Context: an optimization exercise on an open-source flow, tuned for small area. The choices shown serve that exercise and are no tape-out recipe. In this exercise RTL edits were held to simulation tests only and were not proved equivalent to the original. The clock input has no modelled driver; a real chip could not lean on it and would need a root buffer or a full tree. Power and IR drop assume default switching activity.

Setup of run A:
==> flow/design.v (excerpt) <==
module ad7606_drive#(
    parameter           P_RANGE = 0
)(
    input               i_clk           ,
    input               i_rst           ,
    input               i_user_ctrl     ,
    output [15:0]       o_user_data_1   ,
    output              o_user_valid_1  ,
    output [15:0]       o_user_data_2   ,
    output              o_user_valid_2  ,
    output [15:0]       o_user_data_3   ,
    output              o_user_valid_3  ,
    output [15:0]       o_user_data_4   ,
    output              o_user_valid_4  ,
    output [15:0]       o_user_data_5   ,
    output              o_user_valid_5  ,
    output [15:0]       o_user_data_6   ,
    output              o_user_valid_6  ,
    output [15:0]       o_user_data_7   ,
    output              o_user_valid_7  ,
    output [15:0]       o_user_data_8   ,
    output              o_user_valid_8  ,
    output              o_ad_psb_sel    ,
    output              o_ad_stby       ,
    output              o_ad_convstA    ,
    output              o_ad_convstB    ,
    output              o_ad_reset      ,
    output              o_ad_cs         ,
    output              o_ad_rd         ,
    output [2:0]        o_ad_osc        ,
    output              o_ad_range      ,
  ...
Size in the first run: roughly 23 flip-flops, ~0.0016 mm2 of cells after synthesis.
export LEC_CHECK = 0
export ABC_AREA = 1
export CAP_MARGIN = 20
export CORE_AREA = 2.3 2.72 58.88 58.48
export CTS_BUF_LIST = sky130_fd_sc_hd__clkbuf_4
export DIE_AREA = 0 0 61 61
export SLEW_MARGIN = 20
create_clock -name core_clock -period 20.0 [get_ports {i_clk}]
standard.sh (not shown) runs the stock make flow with config.mk's settings and CLKGATE_MAP_FILE= SYNTH_SCRIPT=/design/flow/synth_recipe.tcl, a recipe that flattens the netlist after the stock synthesis.
==> flow/flow/run.sh <==
#!/bin/bash
# The standard ORFS layout (standard.sh, standard synthesis unchanged), with
# changes that only affect cell choice and sizes:
#  - ports get the smallest buffer (buf_1) instead of clkdlybuf4s50_1,
#  - every logic cell starts at its smallest size before repair_design
#    (downsize.tcl), which then sizes up what it needs,
#  - power recovery downsizes cells with slack after global routing,
#  - the constant outputs share the one tie cell synthesis made,
#  - clock-tree leaf buffers that drive 9+ flip-flops become clkbuf_8
#    (post_cts.tcl), so flip-flop clock pins keep a fast edge.
set -euo pipefail
HERE=$(pwd)
export BUFFER_PORTS_ARGS="-buffer_cell sky130_fd_sc_hd__buf_1"
export PRE_RESIZE_TCL="$HERE/flow/downsize.tcl"
export RECOVER_POWER=100
export SKIP_REPAIR_TIE_FANOUT=1
export POST_CTS_TCL="$HERE/flow/post_cts2.tcl"
export CLOCK_ROOT_CELL=sky130_fd_sc_hd__clkbuf_16
bash standard.sh > "$HERE/standard_flow.log" 2>&1
Other scripts of this flow, unchanged in this note and not shown: flow/flow/downsize.tcl, flow/flow/post_cts2.tcl
Run A finished every step from synthesis to the final layout, and the layout passed the timing, DRC and antenna checks.
## Diff of input files: run B against run A
- DIE_AREA: 0 0 61 61 -> 0 0 66 66
- CORE_AREA: 2.3 2.72 58.88 58.48 -> 2.3 2.72 63.7 63.28
diff --git a/flow/flow/run.sh b/flow/flow/run.sh
--- a/flow/flow/run.sh
+++ b/flow/flow/run.sh
@@ -8,4 +8,4 @@
 #  - the constant outputs share the one tie cell synthesis made,
-#  - clock-tree leaf buffers that drive 9+ flip-flops become clkbuf_8
-#    (post_cts.tcl), so flip-flop clock pins keep a fast edge.
+#  - the clock tree is one clkbuf_16 driving every flip-flop (post_cts2.tcl
+#    moves the CTS leaf buffers' loads onto the root buffer and removes them).
 set -euo pipefail
==> run summary <==
Run A → run B: sequential share of power was more or less identical, final wirelength shows an increase of 4.3%, minimum setup slack after placement went up by 0.034 ns, global router's overall resource usage fell by 1.2 points, fraction of met3 tracks used by global routing now sits lower. Run B completed end to end with timing, DRC and antenna clean. Relative to run A, area growth from synthesis to layout increased by 0.32 points in run B. On clock buffer count in the final layout, run B and run A are neck and neck. Cmp run B vs run A: global-route wire length before repair higher in run B.
--- input diff run B..run C ---
diff --git a/flow/flow/run.sh b/flow/flow/run.sh
--- a/flow/flow/run.sh
+++ b/flow/flow/run.sh
@@ -8,4 +8,4 @@
 #  - the constant outputs share the one tie cell synthesis made,
-#  - the clock tree is one clkbuf_16 driving every flip-flop (post_cts2.tcl
-#    moves the CTS leaf buffers' loads onto the root buffer and removes them).
+#  - clock-tree leaf buffers that drive 9+ flip-flops become clkbuf_8
+#    (post_cts.tcl), so flip-flop clock pins keep a fast edge.
 set -euo pipefail
[summary]
| first-iteration DRC count | run C vs run B | ≈ equal |
Compared run B against run C; critical path data required time within noise.
Comparing run B against run C, there is no change at all in number of flip-flops and latches.
Comparing run C against run B, there is no change at all in fraction of area in multi-input gates.
Comparing run B against run C, there is no change at all in tightest hold margin.
Taking run B as the reference, in run C fraction of final layout cells with drive strength greater than 1 closely matched the old numbers; non-clock buffer count closely matched the old numbers; synthesized cell count closely matched the old numbers.
Comparing run C with run B, the highest attainable clock frequency came out essentially unchanged.

[port drivers added, routing unchanged]
The results above use ideal ports. As a check the final layouts listed here were re-extracted and re-timed, cells and wires unchanged. Step 1 (the two cells are an assumption about what drives the block):
set clk [get_ports {i_clk}]
set_driving_cell -lib_cell sky130_fd_sc_hd__clkbuf_16 $clk
set_driving_cell -lib_cell sky130_fd_sc_hd__buf_2 [delete_from_list [all_inputs] $clk]
Step 2, shift: input delay + t, output delay - t, t = (earliest + latest rising clock arrival at the registers) / 2. This alone moves slack from input paths to output paths. a / b / c = ideal / step 1 / step 2; a / b = the first two.
run	t, ns	slack for setup (ns)	hold slack, ns	slew at the worst register clock pin (ns)	cell pins on the clock port's net
run A	0.182	14.065 / 14.036 / 14.219	0.547 / 0.547 / 0.547	0.09 / 0.09	1
run B	0.192	14.071 / 14.036 / 14.228	0.532 / 0.532 / 0.532	0.10 / 0.10	1
run C	0.192	14.071 / 14.036 / 14.228	0.532 / 0.532 / 0.532	0.10 / 0.10	1
After both steps setup and hold are still met in every run listed.
